Context: an optimization exercise on an open-source flow, tuned for small area, a short achievable clock period and few clock cycles per item. The choices shown serve that exercise and are no tape-out recipe.
Function was checked by simulation only, so behaviour that the tests miss may differ from the original.

==> flow/design.v, too long to show whole: its modules and the start of the top module <==
// module dsha_miner: 1198 lines
module dsha_miner(
		input wire clk,
		input wire rst,
		input wire [255:0] midstate,
		input wire [95:0] tail,
		input wire [31:0] start_nonce,
		output reg out_valid,
		output reg [31:0] out_nonce,
		output reg [255:0] out_hash
	);
  // ...
==> flow/flow/run.sh <==
#!/bin/bash
# Layout flow: the standard flow (standard.sh), with
#  - synthesis that leaves the adders to ABC (no full/half-adder cells) and
#    maps with ABC's mapper at a 2.5 ns delay target, then its gate sizing,
#  - timing repair aimed below the SDC period (the SDC is unchanged), on the
#    worst paths only,
#  - output flip-flops (and buffers between them and the port buffers) moved
#    next to their port buffers after global
#    placement (flow/place_outputs.tcl),
#  - larger clock-tree sink clusters and no dummy clock loads,
#  - more rounds of antenna repair after detailed routing.
# Each step's output goes to a log file of its own in this folder.
set -euo pipefail
rm -rf scripts_local
cp -r "$FLOW_HOME/scripts" scripts_local
printf 'strash\ndch\nmap -D 2500\ntopo\nstime -c\nbuffer -c\nupsize -c\ndnsize -c\n' > scripts_local/abc_area.script
export SCRIPTS_DIR=$PWD/scripts_local
export ADDER_MAP_FILE=
bash standard.sh synth > log_synth.txt 2>&1
export SETUP_SLACK_MARGIN=7.5
export TNS_END_PERCENT=0
export POST_GLOBAL_PLACE_TCL=$PWD/flow/place_outputs.tcl
export CTS_ARGS="-sink_clustering_enable -repair_clock_nets -dont_use_dummy_load -sink_clustering_size 25 -sink_clustering_max_diameter 90"
export MAX_REPAIR_ANTENNAS_ITER_DRT=12
bash standard.sh floorplan > log_floorplan.txt 2>&1
bash standard.sh place > log_place.txt 2>&1
bash standard.sh cts > log_cts.txt 2>&1
bash standard.sh route > log_route.txt 2>&1
bash standard.sh finish > log_finish.txt 2>&1
==> flow/flow/place_outputs.tcl <==
# After global placement: move the flip-flop that drives each output port
# (through the port's buffer and any single-fanout buffers in between) next
# to the port's buffer, so the port path has short wires. Detailed placement
# legalizes the moved cells afterwards.
proc po_driver {inst} {
  # the instance driving the (single) signal input of a buffer
  foreach it [$inst getITerms] {
    if {![$it isInputSignal]} { continue }
    set net [$it getNet]
    if {$net == "NULL"} { return "" }
    foreach jt [$net getITerms] {
      if {[$jt isOutputSignal]} { return [list [$jt getInst] [llength [$net getITerms]]] }
    }
  }
  return ""
}
set block [ord::get_db_block]
set moved 0
foreach bterm [$block getBTerms] {
  if {[$bterm getIoType] != "OUTPUT"} { continue }
  set net [$bterm getNet]
  if {$net == "NULL"} { continue }
  set buf ""
  foreach it [$net getITerms] {
    if {[$it isOutputSignal]} { set buf [$it getInst] }
  }
  if {$buf == ""} { continue }
  set loc [$buf getLocation]
  set chain {}
  set cur $buf
  for {set n 0} {$n < 4} {incr n} {
    set d [po_driver $cur]
    if {$d == ""} { break }
    lassign $d src nterms
    if {$nterms != 2} { break }
    if {[[$src getMaster] isSequential]} {
      lappend chain $src
      foreach c $chain { $c setLocation [lindex $loc 0] [lindex $loc 1] }
      incr moved
      break
    }
    if {![string match "*buf*" [[$src getMaster] getName]]} { break }
    lappend chain $src
    set cur $src
  }
}
puts "place_outputs: moved $moved output flip-flops next to their port buffers"
==> flow/standard.sh <==
#!/bin/bash
# synth_recipe.tcl (not shown) runs the flow's synth.tcl, then flattens the netlist and writes it again
# the make line also repeats each setting of config.mk as NAME=value (left out here)
make -C /OpenROAD-flow-scripts/flow DESIGN_CONFIG=/design/flow/config.mk WORK_HOME=/design/flow/orfs CLKGATE_MAP_FILE= SYNTH_SCRIPT=/design/flow/synth_recipe.tcl "${@:-finish}"
==> flow/config.mk <==
export PLATFORM = sky130hd
export DESIGN_NAME = dsha_miner
export DESIGN_NICKNAME = dsha_miner
export VERILOG_FILES = /design/flow/design.v
export SDC_FILE = /design/flow/constraint.sdc
export NUM_CORES = 8
export LEC_CHECK = 0
export ABC_AREA = 1
export CAP_MARGIN = 30
export CORE_MARGIN = 2
export CORE_UTILIZATION = 42
export SLEW_MARGIN = 30
==> flow/constraint.sdc <==
create_clock -name core_clock -period 12.0 [get_ports {clk}]
set_input_delay 2.4000 -clock core_clock [delete_from_list [all_inputs] [get_ports {clk}]]
set_output_delay 2.4000 -clock core_clock [all_outputs]
set_load 0.01 [all_outputs]
==> out/metrics.yaml, run 1 <==
status: "finished clean"
clk_latency_ns: 1.32
io_buffers: 674
pre_cts_ws_ns: 4.736
ys_top_cells_by_count: "nand2_1 (15069), dfxtp_1 (13754), nor2_1 (7310), inv_1 (5733), xor2_1 (4470)"
htree_levels: 6
met3_length_um: 494300
synth-main-ff-cell: "dfxtp_1"
required_ns: 13.18
globalRouteOverflowTotal: 0
clockBufferDepth: 5
hp-class: "reg -> reg"
seq_share: 0.4298
critPathTopFamily: "buffers and inverters"
dp_hpwl_um: 3028000
yosysTopAreaCellShare: 0.4780
vias: 532977
critPathLaunchType: "flip-flop"
buffers: 1624
dp.cells: 88966
crit_chain: "buf_16 > buf_4 > nand2_2 > a21oi_4 > buf_4 > inv_8 > buf_4 > buf_6 > buf_4 > o21ai_0 > a21oi_1"
root_buffer: "clkbuf_16"
cp_slowest_cell: "buf_4"
syn_inst: 70066
regArea_sq_mm: 0.2779
wirelength_um: 3495000
drive_gt1_frac: 0.06905
multi_input_area_sq_mm: 0.2837
Testbench counts, summed over its fixed seeds: cycles 67,520, items 8,192.
==> inputs of run 2 (changes only) <==
--- a/flow/design.v
+++ b/flow/design.v
@@ -64,16 +64,17 @@
 	reg [31:0] a16, b16, c16, d16, e16, f16, g16, h16;
 	reg [31:0] W16_0, W16_1, W16_2, W16_3, W16_4, W16_5, W16_6, W16_7, W16_8, W16_9, W16_10, W16_11, W16_12, W16_13, W16_14, W16_15;
 	reg [2:0] q16;
 	reg [255:0] mid;
 	reg [95:0] tl;
 	reg go;   
 	reg [31:0] nonce, ononce;
 	reg [4:0] fill;
+	reg t_last, t_second;   
 	always @(posedge clk) begin
 		mid <= midstate;
 		tl <= tail;
 	end
 	reg [31:0] s0_kw;
 	always @(*) begin
 		case (q0[1:0])
 			2'd0: s0_kw = 32'h428a2f98;
@@ -1059,16 +1060,18 @@
 	wire [31:0] s15_ws_s = s15_ws_p ^ s15_ws_ci;
 	wire [31:0] s15_ws_cc = (s15_ws_p & s15_ws_ci) | (~s15_ws_p & ({W15_14[16:0], W15_14[31:17]} ^ {W15_14[18:0], W15_14[31:19]} ^ {10'b0, W15_14[31:10]}));
 	wire [31:0] s15_ws_c = {s15_ws_cc[30:0], 1'b0};
 	wire [31:0] s15_nw = s15_ws_s + s15_ws_c;
 	always @(posedge clk) begin
 		a16 <= s15_na; b16 <= a15; c16 <= b15; d16 <= c15;
 		e16 <= s15_ne; f16 <= e15; g16 <= f15; h16 <= g15;
 		q16 <= q15;
+		t_last <= (q15[1:0] == 2'd3);
+		t_second <= q15[2];
 		W16_0 <= W15_1;
 		W16_1 <= W15_2;
 		W16_2 <= W15_3;
 		W16_3 <= W15_4;
 		W16_4 <= W15_5;
 		W16_5 <= W15_6;
 		W16_6 <= W15_7;
 		W16_7 <= W15_8;
@@ -1085,18 +1088,18 @@
 	assign st[0] = a16;
 	assign st[1] = b16;
 	assign st[2] = c16;
 	assign st[3] = d16;
 	assign st[4] = e16;
 	assign st[5] = f16;
 	assign st[6] = g16;
 	assign st[7] = h16;
-	wire last = (q16[1:0] == 2'd3);   
-	wire second = q16[2];   
+	wire last = t_last;   
+	wire second = t_second;   
 	wire [31:0] hs[0:7];
 	genvar gi;
 	generate for (gi = 0; gi < 8; gi = gi + 1) begin: g_add
 		wire [255:0] iv = {32'h5be0cd19, 32'h1f83d9ab, 32'h9b05688c, 32'h510e527f, 32'ha54ff53a, 32'h3c6ef372, 32'hbb67ae85, 32'h6a09e667};
 		assign hs[gi] = st[gi] + (second ? iv[32*gi +: 32] : mid[32*gi +: 32]);
 	end endgenerate
 	wire full = (fill == 5'd17);
 	wire done = full & last & second;   
==> out/metrics.yaml, run 2 <==
die_y_um: 1176
synth_top_area_cell: "dfxtp_1"
path_class: "reg -> reg"
globalRouteOverflowTotal: 0  # unchanged
grt_pass1_wl_um: 4378000
cts_tree: "yes"
top_regs: "mid x256, out_hash x256, tl x96"
post-route-cell-area_sq_mm: 0.6536
clkSinkCount: 13819
wl_per_cell_um: 38.30
placementRows: 430
final_cell_mix: "nand2_1 (14562), dfxtp_1 (13204), nor2_1 (6900)"
clockBufferDepth: 5  # unchanged
finalCriticalPeriod_ns: 4.938
period_share: 0.4115
synth-seq-cells: 13819
synth_area_sq_mm: 0.5768
vias_per_cell: 5.723
multi_input_area_sq_mm: 0.2902  # +2.3%
hold_buffers: 0
fmax_mhz: 202.5
grt_max_degree: 118
initial_utilization: 0.4211
setup-violations-final: 0
rsz0062_at_grt: "true"
grt_pass1_vias: 445989
worstPathMaxFanout: 97
clk_pin_slew_worst_paths_ns: 0.09
arrival_ns: 6.09
drt-initial-drc-count: 81442
grt_usage: 0.4846
critPathCaptureType: "flip-flop"
regArea_sq_mm: 0.2782  # +0.10%
timing.max_cap.violations: 0
htree_levels: 6  # unchanged
drt_pass1_iterations: 10
clk_latency_ns: 1.32  # about the same
root_buffer: "clkbuf_16"
slew_headroom: 0.1458
antenna_found_initial: 997
final.setup.tns_ns: 0
holdPathStages: 0
slowest_delay_ns: 0.76
final_common_cell: "nand2_1"
drive_gt1_frac: 0.09018  # +0.02114
rr_worst_depth: 10
fin_nets: 72418
avgSynthCellArea_sq_um: 8.242
ys_seq_area_frac: 0.4807
required_ns: 13.15  # -0.03 ns
n_fill_cell: 134759
synth-edff-count: 64
syn_inst: 69985  # -0.12%
synth.distinct_cells: 128
finalMaxSlewViolations: 0
io_buffers: 674  # unchanged
synth-main-ff-cell: "dfxtp_1"
dieWidth_um: 1176
async_flop_share: 0
wirelength_um: 3522000  # +0.76%
cts_buffers: 768
cp_slowest_cell: "nor2_2"
syn_nets: 70371
status: "finished clean"
die_area_sq_mm: 1.383
worst_slew_pin_slew_ns: 1.277
core_sq_mm: 1.370
io_pins: 675
hp-class: "reg -> reg"
ys_top_cells_by_count: "nand2_1 (14808), dfxtp_1 (13755), nor2_1 (7403), inv_1 (5741), xor2_1 (4497)"
fin_skew_ns: 0.1627
ys_warn_count: 1
placedInstanceArea_sq_mm: 0.6107
yosysTopAreaCellShare: 0.4774  # -0.0006393
synth_area_leaders: "dfxtp_1 (48%), nand2_1 (9.6%), xor2_1 (6.8%), xnor2_1 (6.2%), nor2_1 (4.8%)"
vias: 526280  # -1.3%
dp_hpwl_um: 3063000  # +1.1%
finalHoldViolCount: 0
crit_chain: "buf_12 > buf_16 > buf_16 > nand2_1 > a21oi_4 > inv_8 > buf_4 > buf_12 > o21ai_0 > nor2_2"
ant_nets: 0
critPathLaunchType: "flip-flop"
yosysMostFrequentCell: "nand2_1"
post-route-drc-count: 0
syn_to_final_growth_pct: 13.31
==> run 2: changes by cell type after synthesis, sizes merged, moves of 22 or more <==
cell	delta
a21boi	-47
xor2	+36
and2	-31
o22ai	+22
o21bai	-35
inv	+43
nor2	+122
nand2	-224
a21oi	+29
nand3	+29
==> run 2: timing repair <==
item | in CTS | in global routing
resized for setup | 960 | 2762
endpoints found under the setup margin | 1932 | 1611
pin swaps | 64 | 381
hold endpoints to repair | 0 | 0
gates cloned | 4 | 3
buffers inserted | 105 | 444
==> run 2: stage by stage <==
| step | worst slack, ns | hold slack (ns) | util | std cells |
|---|---|---|---|---|
| after global placement | 4.284 | 0.3095 | 0.4447 | 88819 |
| final | 7.063 | 0.2431 | 0.4771 | 91953 |
| after CTS | 7.204 | 0.2332 | 0.4633 | 89724 |
| after detailed placement | 5.532 | 0.3120 | 0.4458 | 88847 |
| after global routing | 7.104 | 0.2352 | 0.4759 | 91291 |
| after floorplan | 7.653 | 0.3096 | - | 69985 |
==> run 2: layout make-up <==
cell class                 count  area share
multi-input combinational  49740      0.4439
sequential                 13819      0.4257
tap                        18144     0.03473
inverter                    5839     0.03375
clock buffer                 768     0.02940
timing repair buffer        1863     0.02569
antenna                     1779    0.006811
timing repair inverter         1  0.00001340
==> run 2: kinds of logic after synthesis <==
family	Yosys count	share of synthesized area
xor gates and xnor gates	8673	0.1335
buffers and inverters	6426	0.04255
AOI/OAI and AO/OA	9761	0.1004
DFF	13819	0.4807
adders and majority gates	409	0.007100
and+or+nand+nor	30528	0.2292
muxes	369	0.006438
==> run 2: final timing paths <==
kind                 start       end  slack [ns]
hold reg to reg   W7_6[13]  W8_5[13]        0.24
hold / removal    W7_6[13]  W8_5[13]        0.24
setup reg to reg    q16[2]   W0_7[2]        7.06
setup / recovery    q16[2]   W0_7[2]        7.06
==> run 2: routing by layer <==
layer  GRT usage  share of wire  vias up
met5     0.01105        0.00081        -
met4      0.4057           0.10      231
met3      0.1810           0.13     7187
met2      0.6386           0.38    34788
met1      0.6197           0.39   253100
li1            -              -   230974
==> run 2: critical path: cells and delay by family (launching register included) <==
kind                   cells  cell delay, ns
buffers and inverters      6            2.18
AND/OR/NAND/NOR            2            0.96
AO/OA/AOI/OAI              2            0.76
flip-flops                 1            0.36
Testbench counts of run 2, summed over its fixed seeds: cycles 67,520, items 8,192.
==> inputs of run 3 (changes only) <==
--- a/flow/flow/run.sh
+++ b/flow/flow/run.sh
@@ -4,6 +4,7 @@
 #    maps with ABC's mapper at a 2.5 ns delay target, then its gate sizing,
 #  - timing repair aimed below the SDC period (the SDC is unchanged), on the
 #    worst paths only,
+#  - global-routing capacity reductions set per layer (flow/fastroute.tcl),
 #  - output flip-flops (and buffers between them and the port buffers) moved
 #    next to their port buffers after global
 #    placement (flow/place_outputs.tcl),
@@ -19,6 +20,7 @@
 bash standard.sh synth > log_synth.txt 2>&1
 export SETUP_SLACK_MARGIN=7.5
 export TNS_END_PERCENT=0
+export FASTROUTE_TCL=$PWD/flow/fastroute.tcl
 export POST_GLOBAL_PLACE_TCL=$PWD/flow/place_outputs.tcl
 export CTS_ARGS="-sink_clustering_enable -repair_clock_nets -dont_use_dummy_load -sink_clustering_size 25 -sink_clustering_max_diameter 90"
 export MAX_REPAIR_ANTENNAS_ITER_DRT=12
==> flow/flow/fastroute.tcl (new file) <==
# Global-routing layer setup: the platform's layers, with a larger capacity
# reduction on met1 (kept mostly for pin access) and a smaller one on the
# upper layers, so that global routing of this dense design converges and
# leaves met1 lightly used for detailed routing.
set_global_routing_layer_adjustment met1 0.5
set_global_routing_layer_adjustment met2 0.1
set_global_routing_layer_adjustment met3 0.1
set_global_routing_layer_adjustment met4 0.1
set_global_routing_layer_adjustment met5 0.1

set_routing_layers -clock $::env(MIN_CLK_ROUTING_LAYER)-$::env(MAX_ROUTING_LAYER)
set_routing_layers -signal $::env(MIN_ROUTING_LAYER)-$::env(MAX_ROUTING_LAYER)
--- a/flow/config.mk
+++ b/flow/config.mk
@@ -8,5 +8,5 @@
 export ABC_AREA = 1
 export CAP_MARGIN = 30
 export CORE_MARGIN = 2
-export CORE_UTILIZATION = 42
+export CORE_UTILIZATION = 38
 export SLEW_MARGIN = 30
==> out/metrics.yaml, run 3 <==
worstHoldStart: "W15_5[30]"
post-route-drc-count: 0  # unchanged
dieWidth_um: 1236  # +5.1%
timing.max_cap.violations: 0  # unchanged
dp_hpwl_um: 3231000  # +5.5%
final.setup.tns_ns: 0  # unchanged
syn_to_final_growth_pct: 14.67
finalMaxSlewViolations: 0  # unchanged
fmax_mhz: 205.4  # +1.4%
clockBufferDepth: 5  # unchanged
synth-seq-cells: 13819  # unchanged
grt_usage: 0.4825  # -0.002092
grt_pass1_vias: 461134  # +3.4%
avgSynthCellArea_sq_um: 8.242  # unchanged
syn_nets: 70371  # unchanged
yosysMostFrequentCell: "nand2_1"
whs_endpoint: "W16_4[30]"
highest_layer: "met5"
synth_top_area_cell: "dfxtp_1"
globalRouteOverflowTotal: 0  # unchanged
die_y_um: 1236  # +5.1%
hp-class: "reg -> reg"
vias: 507697  # -3.5%
finalHoldViolCount: 0  # unchanged
path_class: "reg -> reg"
reg2reg_slack_ns: 7.13  # +0.07 ns
drt_pass1_iterations: 10  # unchanged
whs_ns: 0.2316  # -0.01154 ns
clk_latency_ns: 1.35  # +0.03 ns
setup-violations-final: 0  # unchanged
wl_per_cell_um: 38.92  # +1.6%
initial_utilization: 0.3810  # -0.04010
die_area_sq_mm: 1.528  # +10%
synth.distinct_cells: 128  # unchanged
placementRows: 452  # +5.1%
yosysTopAreaCellShare: 0.4774  # unchanged
hold_buffers: 0  # unchanged
synth_area_leaders: "dfxtp_1 (48%), nand2_1 (9.6%), xor2_1 (6.8%), xnor2_1 (6.2%), nor2_1 (4.8%)"
clkSinkCount: 13819  # unchanged
grt_max_degree: 84  # -29%
syn_inst: 69985  # unchanged
synth_area_sq_mm: 0.5768  # unchanged
finalCriticalPeriod_ns: 4.869  # -0.06804 ns
worst_slew_pin_slew_ns: 1.269  # -0.008781 ns
layout_setup_ws_ns: 7.131  # +0.06804 ns
worstPathMaxFanout: 6  # -94%
grt_pass1_wl_um: 4560000  # +4.2%
fin_nets: 72665  # +0.34%
final_common_cell: "nand2_1"
core_sq_mm: 1.514  # +11%
period_share: 0.4058  # -0.005670
reg2reg_to: "a12[28]"
io_pins: 675  # unchanged
pre_cts_ws_ns: 5.024  # -0.5086 ns
wirelength_um: 3674000  # +4.3%
arrival_ns: 5.98  # -0.11 ns
drive_gt1_frac: 0.09879  # +0.008602
required_ns: 13.11  # -0.04 ns
ant_nets: 0  # unchanged
cts_tree: "yes"
cts_buffers: 775  # +0.91%
critPathCaptureType: "flip-flop"
critPathLaunchType: "flip-flop"
wl_met2_um: 1428000  # +7.7%
io_buffers: 674  # unchanged
n_fill_cell: 151855  # +13%
vias_per_cell: 5.379  # -6.0%
ys_top_cells_by_count: "nand2_1 (14808), dfxtp_1 (13755), nor2_1 (7403), inv_1 (5741), xor2_1 (4497)"
slew_headroom: 0.1532  # +0.007365
top_regs: "mid x256, out_hash x256, tl x96"
synth-edff-count: 64  # unchanged
synth-main-ff-cell: "dfxtp_1"
root_buffer: "clkbuf_16"
status: "finished clean"
async_flop_share: 0  # unchanged
met3_length_um: 675700  # +44%
antenna_found_initial: 915  # -8.2%
rsz0062_at_grt: "true"
drt-initial-drc-count: 44750  # -45%
ys_seq_area_frac: 0.4807  # unchanged
rr_worst_depth: 20  # +10
clk_pin_slew_worst_paths_ns: 0.10  # about the same
holdPathStages: 0  # unchanged
ys_warn_count: 1  # unchanged
fin_skew_ns: 0.1638  # +0.001186 ns
m1WireLength_um: 1216000  # -11%
final_cell_mix: "nand2_1 (14496), dfxtp_1 (13146), nor2_1 (6804)"
worstReg2RegStart: "g11[19]"
htree_levels: 6  # unchanged
run 3: cell types whose count changed in the layout (fill, tap and decap cells not counted), sizes merged:
cell,previous run,this run
clkinv,8,7
clkinvlp,3,13
dlygate4sd2,24,0
clkbuf,772,782
bufbuf,3,1
dlymetal6s2s,1,2
buf,1183,1421
clkdlybuf4s50,648,670
clkdlybuf4s15,0,1
inv,5829,5821
diode,1779,1910
run 3: how the worst max path moves through the flow:
| stage | startpoint | endpoint | cells past startpoint |
|---|---|---|---|
| 6_report | g11[19] | a12[28] | 20 |
| 5_1_grt | ononce[0] | ononce[31] | 26 |
| 4_1_cts | q1[1] | e2[24] | 22 |
| 3_5_place_dp | q16[2] | out_hash[71] | 20 |
| 3_3_place_gp | q16[2] | W0_2[31] | 21 |
| 2_1_floorplan | rst | ononce[0] | 4 |
run 3: cell families after synthesis:
group | synth area share
DFF | 0.4807
muxes | 0.006438
buffers and inverters | 0.04255
and+or+nand+nor | 0.2292
xor gates and xnor gates | 0.1335
AOI/OAI and AO/OA | 0.1004
adders and majority gates | 0.007100
run 3: metrics by stage:
stage                     utilization  cells  instance area (sq um)
final                          0.4369  94390                 661400
after global routing           0.4357  93666                 659600
after CTS                      0.4206  91895                 636700
after detailed placement       0.4062  91074                 614900
after global placement         0.4049  91026                 613000
after floorplan                     -  69985                 576800
run 3: layout make-up:
| cell class | instances | area, sq um | share of cell area |
|---|---|---|---|
| multi-input cells | 49740 | 292100 | 0.4417 |
| clock buffers | 775 | 19390 | 0.02932 |
| repair inverters | 2 | 20.02 | 0.00003027 |
| well taps | 20203 | 25280 | 0.03822 |
| flip-flops and latches | 13819 | 278600 | 0.4212 |
| diodes | 1910 | 4780 | 0.007226 |
| inverters | 5839 | 22110 | 0.03342 |
| repair buffers | 2102 | 19130 | 0.02893 |
run 3: layer usage:
layer,vias to the layer above,GRT usage
li1,231877,-
met5,-,0.04300
met1,238284,0.6767
met2,29464,0.5690
met3,7625,0.3592
met4,447,0.3165
run 3: critical path: stages (launching register included):
cell and delay (ns):
dfxtp_1 1.15, mux2i_1 0.33, xor2_2 0.29, or2_1 0.26, nand2_1 0.07, nand2_1 0.05, nand2_1 0.21, nor2_1 0.13
nor2_2 0.22, nand2_1 0.11, nand2_1 0.12, nand2_1 0.10, nand2_1 0.08, nand3_1 0.27, nand4_1 0.21, buf_4 0.19
o21ai_1 0.13, a21oi_2 0.25, o21ai_0 0.12, o22ai_1 0.14, nand2_1 0.19
run 3: what timing repair did:
item / in CTS / in global routing
setup buffers: 44 / 578
cloned: 2 / 4
setup endpoints to repair: 1831 / 1557
resized for setup: 617 / 3754
pin swaps: 20 / 465
==> inputs of run 4 (changes only) <==
--- a/flow/config.mk
+++ b/flow/config.mk
@@ -8,5 +8,5 @@
 export ABC_AREA = 1
 export CAP_MARGIN = 30
 export CORE_MARGIN = 2
-export CORE_UTILIZATION = 38
+export CORE_UTILIZATION = 34
 export SLEW_MARGIN = 30
==> out/metrics.yaml, run 4 <==
grt_pass1_vias: 474005  # +2.8%
synth_area_sq_mm: 0.5768  # unchanged
rsz0062_at_grt: "true"
layout_setup_ws_ns: 6.997  # -0.1337 ns
synth-edff-count: 64  # unchanged
grt_usage: 0.5015  # +0.01899
finalMaxSlewViolations: 0  # unchanged
syn_nets: 70371  # unchanged
worst_slew_pin_slew_ns: 1.283  # +0.01440 ns
n_fill_cell: 172512  # +14%
vias_per_cell: 5.307  # -1.3%
clockBufferDepth: 5  # unchanged
ys_warn_count: 1  # unchanged
worstPathMaxFanout: 5  # -1
avgSynthCellArea_sq_um: 8.242  # unchanged
die_y_um: 1306  # +5.7%
wl_per_cell_um: 43.29  # +11%
clk_pin_slew_worst_paths_ns: 0.10  # about the same
placementRows: 478  # +5.8%
drt-initial-drc-count: 46124  # +3.1%
critPathBufInv: 5  # +4
setup-violations-final: 0  # unchanged
grt_max_degree: 91  # +8.3%
yosysMostFrequentCell: "nand2_1"
slew_headroom: 0.1438  # -0.009382
arrival_ns: 6.26  # +0.28 ns
syn_inst: 69985  # unchanged
post-route-drc-count: 0  # unchanged
critPathTopFamily: "simple AND/OR/NAND/NOR gates"
yosysTopAreaCellShare: 0.4774  # unchanged
hp-class: "reg -> reg"
wirelength_um: 4258000  # +16%
synth_top_area_cell: "dfxtp_1"
io_pins: 675  # unchanged
pre_cts_ws_ns: 5.065  # +0.04103 ns
fin_nets: 73408  # +1.0%
cp_slowest_cell: "dfxtp_4"
cts_tree: "yes"
clkSinkCount: 13819  # unchanged
synth-seq-cells: 13819  # unchanged
globalRouteOverflowTotal: 0  # unchanged
slowest_delay_ns: 0.45  # -0.70 ns
required_ns: 13.26  # +0.15 ns
cts_buffers: 816  # +5.3%
initial_utilization: 0.3408  # -0.04020
ant_nets: 0  # unchanged
root_buffer: "clkbuf_16"
ys_top_cells_by_count: "nand2_1 (14808), dfxtp_1 (13755), nor2_1 (7403), inv_1 (5741), xor2_1 (4497)"
synth_area_leaders: "dfxtp_1 (48%), nand2_1 (9.6%), xor2_1 (6.8%), xnor2_1 (6.2%), nor2_1 (4.8%)"
final.setup.tns_ns: 0  # unchanged
dp_hpwl_um: 3765000  # +17%
drive_gt1_frac: 0.1256  # +0.02680
io_buffers: 674  # unchanged
fmax_mhz: 199.9  # -2.7%
vias: 521940  # +2.8%
period_share: 0.4169  # +0.01114
final_cell_mix: "nand2_1 (14320), dfxtp_1 (12801), nor2_1 (6703)"
critPathLaunchType: "flip-flop"
synth-main-ff-cell: "dfxtp_1"
worst_path_most_repeated_cell: "nand2_1"
drt_pass1_iterations: 10  # unchanged
ys_seq_area_frac: 0.4807  # unchanged
fin_skew_ns: 0.2391  # +0.07520 ns
critPathCaptureType: "flip-flop"
grt_pass1_wl_um: 5178000  # +14%
antenna_found_initial: 1135  # +24%
clk_latency_ns: 1.44  # +0.09 ns
dieWidth_um: 1306  # +5.7%
syn_to_final_growth_pct: 18.07
htree_levels: 6  # unchanged
synth.distinct_cells: 128  # unchanged
core_sq_mm: 1.693  # +12%
top_regs: "mid x256, out_hash x256, tl x96"
die_area_sq_mm: 1.707  # +12%
path_class: "reg -> reg"
finalCriticalPeriod_ns: 5.003  # +0.1337 ns
finalHoldViolCount: 0  # unchanged
async_flop_share: 0  # unchanged
final_common_cell: "nand2_1"
status: "finished clean"
timing.max_cap.violations: 0  # unchanged
run 4: cell count changes in the layout (fill, tap and decap cells not counted), moves of 107 or more:
cell | before | now
buf_4 | 1268 | 1840
nand2_1 | 14496 | 14320
dfxtp_1 | 13146 | 12801
xor2_1 | 4104 | 3964
diode_2 | 1910 | 2772
dfxtp_2 | 389 | 697
nand3_1 | 3015 | 2881
nand3_2 | 217 | 324
nand2_2 | 358 | 497
run 4: kinds of logic after synthesis:
family / synth area share
AO/OA/AOI/OAI: 0.1004
XOR/XNOR: 0.1335
adder cells (fa/ha/maj): 0.007100
buffers and inverters: 0.04255
flip-flops: 0.4807
multiplexers: 0.006438
AND/OR/NAND/NOR: 0.2292
run 4: metrics by stage:
| step | cell area, sq um | cells | hold slack [ns] | util |
|---|---|---|---|---|
| 6_report | 681000 | 98352 | 0.1973 | 0.4024 |
| 5_1_grt | 678300 | 97282 | 0.2035 | 0.4008 |
| 4_1_cts | 655800 | 94995 | 0.2068 | 0.3875 |
| 3_5_place_dp | 621400 | 93821 | 0.3118 | 0.3671 |
| 3_3_place_gp | 619100 | 93765 | 0.3095 | 0.3658 |
| 2_1_floorplan | 576800 | 69985 | 0.3096 | - |
run 4: path summary, 6_finish.rpt:
kind | start | endpoint | slack, ns | cells after the start
max | W9_0[5] | a10[28] | 7.00 | 26
min | W14_5[2] | W15_4[2] | 0.20 | 0
max reg2reg | W9_0[5] | a10[28] | 7.00 | 26
min reg2reg | W14_5[2] | W15_4[2] | 0.20 | 0
run 4: layout make-up:
| class | count | area [sq um] | share of cell area |
|---|---|---|---|
| multi-input combinational | 49741 | 298400 | 0.4381 |
| clock buffer | 816 | 20420 | 0.02998 |
| timing repair buffer | 2802 | 25770 | 0.03785 |
| sequential | 13819 | 279100 | 0.4099 |
| inverter | 5839 | 22140 | 0.03251 |
| antenna | 2772 | 6937 | 0.01019 |
| tap | 22560 | 28230 | 0.04145 |
| timing repair inverter | 3 | 36.28 | 0.00005328 |
run 4: repair_timing:
action                                  4_1_cts  5_1_grt
hold endpoints to repair                      0        0
pin swaps                                   221      525
endpoints found under the setup margin     2193     1586
buffers inserted                            350      574
hold buffers                                  0        0
resized for setup                          2609     3245
cloned                                        8        5
run 4: metal layers:
layer / up-vias / track usage / wire length, um
met5: - / 0.04627 / 13170
met4: 464 / 0.3535 / 437000
met3: 8650 / 0.3663 / 738500
met2: 30289 / 0.5992 / 1673000
met1: 248324 / 0.6813 / 1397000
li1: 234213 / - / -
==> inputs of run 5 (changes only) <==
--- a/flow/flow/run.sh
+++ b/flow/flow/run.sh
@@ -18,7 +18,7 @@
 export SCRIPTS_DIR=$PWD/scripts_local
 export ADDER_MAP_FILE=
 bash standard.sh synth > log_synth.txt 2>&1
-export SETUP_SLACK_MARGIN=7.5
+export SETUP_SLACK_MARGIN=7.8
 export TNS_END_PERCENT=0
 export FASTROUTE_TCL=$PWD/flow/fastroute.tcl
 export POST_GLOBAL_PLACE_TCL=$PWD/flow/place_outputs.tcl
--- a/flow/config.mk
+++ b/flow/config.mk
@@ -8,5 +8,5 @@
 export ABC_AREA = 1
 export CAP_MARGIN = 30
 export CORE_MARGIN = 2
-export CORE_UTILIZATION = 34
+export CORE_UTILIZATION = 38
 export SLEW_MARGIN = 30
==> out/metrics.yaml, run 5 <==
clk_latency_ns: 1.40  # -0.04 ns
yosysMostFrequentCell: "nand2_1"
slowest_delay_ns: 1.05  # +0.60 ns
synth-seq-cells: 13819  # unchanged
reg2reg_slack_ns: 7.24  # +0.24 ns
whs_endpoint: "W9_11[11]"
cts_tree: "yes"
worst_slew_pin_slew_ns: 1.331  # +0.04832 ns
critPathLaunch: "W12_14[30]"
vias_per_cell: 5.449  # +2.7%
synth-edff-count: 64  # unchanged
critPathCaptureType: "flip-flop"
drive_gt1_frac: 0.1405  # +0.01495
cp_slowest_cell: "dfxtp_1"
fmax_mhz: 210.0  # +5.1%
io_pins: 675  # unchanged
rsz0062_at_grt: "true"
post-route-cell-area_sq_mm: 0.6830  # +0.30%
syn_to_final_growth_pct: 18.42
initial_utilization: 0.3810  # +0.04020
die_y_um: 1236  # -5.4%
synth_top_area_cell: "dfxtp_1"
final.setup.tns_ns: 0  # unchanged
fin_nets: 73419  # +0.015%
status: "finished clean"
antenna_found_initial: 999  # -12%
slew_headroom: 0.1081  # -0.03564
hp-class: "reg -> reg"
syn_nets: 70371  # unchanged
synth_area_leaders: "dfxtp_1 (48%), nand2_1 (9.6%), xor2_1 (6.8%), xnor2_1 (6.2%), nor2_1 (4.8%)"
final_common_cell: "nand2_1"
clk_pin_slew_worst_paths_ns: 0.10  # about the same
synth.distinct_cells: 128  # unchanged
ant_nets: 0  # unchanged
top_regs: "mid x256, out_hash x256, tl x96"
worstPathMaxFanout: 5  # unchanged
worstReg2RegStart: "W12_14[30]"
fin_skew_ns: 0.1886  # -0.05044 ns
worstHoldStart: "W8_12[11]"
grt.busiest_layer: "met1"
placementRows: 452  # -5.4%
multi_input_area_sq_mm: 0.3049  # +2.2%
period_share: 0.3968  # -0.02012
cts_buffers: 788  # -3.4%
root_buffer: "clkbuf_16"
whs_ns: 0.1813  # -0.01605 ns
globalRouteOverflowTotal: 0  # unchanged
regArea_sq_mm: 0.2792  # about the same
clockBufferDepth: 5  # unchanged
holdPathStages: 0  # unchanged
avgSynthCellArea_sq_um: 8.242  # unchanged
finalCriticalPeriod_ns: 4.762  # -0.2415 ns
wl_per_cell_um: 41.20  # -4.8%
rr_worst_depth: 15  # -42%
path_class: "reg -> reg"
synth_area_sq_mm: 0.5768  # unchanged
grt_max_degree: 123  # +35%
finalMaxSlewViolations: 0  # unchanged
timing.max_cap.violations: 0  # unchanged
placedInstanceArea_sq_mm: 0.6164  # -0.81%
io_buffers: 674  # unchanged
met3_usage: 0.3845  # +0.01825
ys_seq_area_frac: 0.4807  # unchanged
syn_inst: 69985  # unchanged
wirelength_um: 3940000  # -7.5%
critPathLaunchType: "flip-flop"
core_sq_mm: 1.514  # -11%
finalHoldViolCount: 0  # unchanged
setup-violations-final: 0  # unchanged
use_met1: 0.6849  # +0.003594
grt_pass1_vias: 467810  # -1.3%
drt-initial-drc-count: 46309  # +0.40%
synth-main-ff-cell: "dfxtp_1"
dieWidth_um: 1236  # -5.4%
reg2reg_to: "W13_15[24]"
clkSinkCount: 13819  # unchanged
use_met2: 0.6090  # +0.009724
die_area_sq_mm: 1.528  # -10%
grt_usage: 0.5162  # +0.01474
ys_top_cells_by_count: "nand2_1 (14808), dfxtp_1 (13755), nor2_1 (7403), inv_1 (5741), xor2_1 (4497)"
vias: 521052  # -0.17%
dp_hpwl_um: 3439000  # -8.6%
async_flop_share: 0  # unchanged
htree_levels: 6  # unchanged
crit_chain: "inv_1 > xor2_1 > or2_2 > nand2_1 > xor2_1 > nor2_1 > nor2_1 > nand2_1 > inv_1 > nand3_1 > o21ai_2 > a21oi_1 > nor3_1 > a21boi_2 > xor2_4"
n_fill_cell: 150707  # -13%
post-route-drc-count: 0  # unchanged
yosysTopAreaCellShare: 0.4774  # unchanged
final_cell_mix: "nand2_1 (14047), dfxtp_1 (12826), nor2_1 (6535)"
utilization: 0.4512  # +0.04881
grt_pass1_wl_um: 4822000  # -6.9%
arrival_ns: 5.86  # -0.40 ns
drt_pass1_iterations: 9  # -1
ys_warn_count: 1  # unchanged
required_ns: 13.09  # -0.17 ns
## run 5: cell counts after synthesis
No cell type changed its count.
## run 5: cells by family (layout without fill, tap and decap cells)
| logic type | after synthesis | in the layout | synth area share |
|---|---|---|---|
| muxes | 369 | 369 | 0.006438 |
| adders and majority gates | 409 | 409 | 0.007100 |
| xor gates and xnor gates | 8673 | 8673 | 0.1335 |
| AOI/OAI and AO/OA | 9761 | 9761 | 0.1004 |
| DFF | 13819 | 13819 | 0.4807 |
| and+or+nand+nor | 30528 | 30529 | 0.2292 |
| other | 0 | 2382 | 0 |
| buffers and inverters | 6426 | 9471 | 0.04255 |
## run 5: how the worst max path moves through the flow
stage                          to  slack [ns]
finish                 W13_15[24]        7.24
global route              a14[29]        7.28
CTS                 out_hash[123]        7.40
detailed placement       W0_2[31]        4.91
floorplan                nonce[0]        7.96
global placement         W0_2[31]        5.90
## run 5: routing by layer
metal  up-vias  part of all wire
met4       455              0.11
met1    245162              0.32
li1     233753                 -
met3      9327              0.18
met5         -            0.0038
met2     32355              0.39
## run 5: final cells by class
| type | count | share of cell area |
|---|---|---|
| multi-input combinational | 49741 | 0.4464 |
| tap | 20203 | 0.03701 |
| sequential | 13819 | 0.4087 |
| timing repair buffer | 2840 | 0.03777 |
| inverter | 5839 | 0.03249 |
| antenna | 2382 | 0.008727 |
| clock buffer | 788 | 0.02887 |
| timing repair inverter | 4 | 0.00005862 |
## run 5: critical path, delay by kind of cell (launching register included)
kind,cells,cell delay (ns)
xor gates and xnor gates,3,1.25
and+or+nand+nor,7,1.09
DFF,1,1.05
AOI/OAI and AO/OA,3,0.59
buffers and inverters,2,0.47
## run 5: timing repair
item | CTS | global route
resized for setup | 3093 | 4741
pin swaps | 276 | 853
hold buffers | 0 | 0
setup endpoints to repair | 2074 | 1908
gates cloned | 10 | 10
buffers inserted | 410 | 802
## run 5: through the flow
step,cells,setup slack [ns]
detailed placement,91204,4.908
CTS,92412,7.402
floorplan,69985,7.963
global placement,91161,5.903
global route,94751,7.285
finish,95616,7.238

afterwards: timing with drivers on the ports:
The results above use ideal ports. As a check the final layouts listed here were re-extracted and re-timed, cells and wires unchanged.
Step 1 (the two cells are an assumption about what drives the block):
set clk [get_ports {clk}]
set_driving_cell -lib_cell sky130_fd_sc_hd__clkbuf_16 $clk
set_driving_cell -lib_cell sky130_fd_sc_hd__buf_2 [delete_from_list [all_inputs] $clk]
Step 2 moves the port delays by t, midway between the first and last clock arrival at a register: inputs arrive t later, outputs are due t later. That takes back most of the time a late clock gives input paths.
Slacks: no drivers / after step 1 / after step 2; pairs: no drivers / after step 1.
| run | t, ns | setup slack, ns | pins driven straight from the clock port |
|---|---|---|---|
| run 1 | 1.468 | 6.936 / 6.871 / 6.936 | 1 |
| run 2 | 1.442 | 7.062 / 6.995 / 7.062 | 1 |
| run 3 | 1.484 | 7.131 / 6.928 / 7.131 | 1 |
| run 4 | 1.544 | 6.997 / 6.970 / 6.997 | 1 |
| run 5 | 1.516 | 7.238 / 7.142 / 7.238 | 1 |
After both steps every run listed still meets setup and hold.
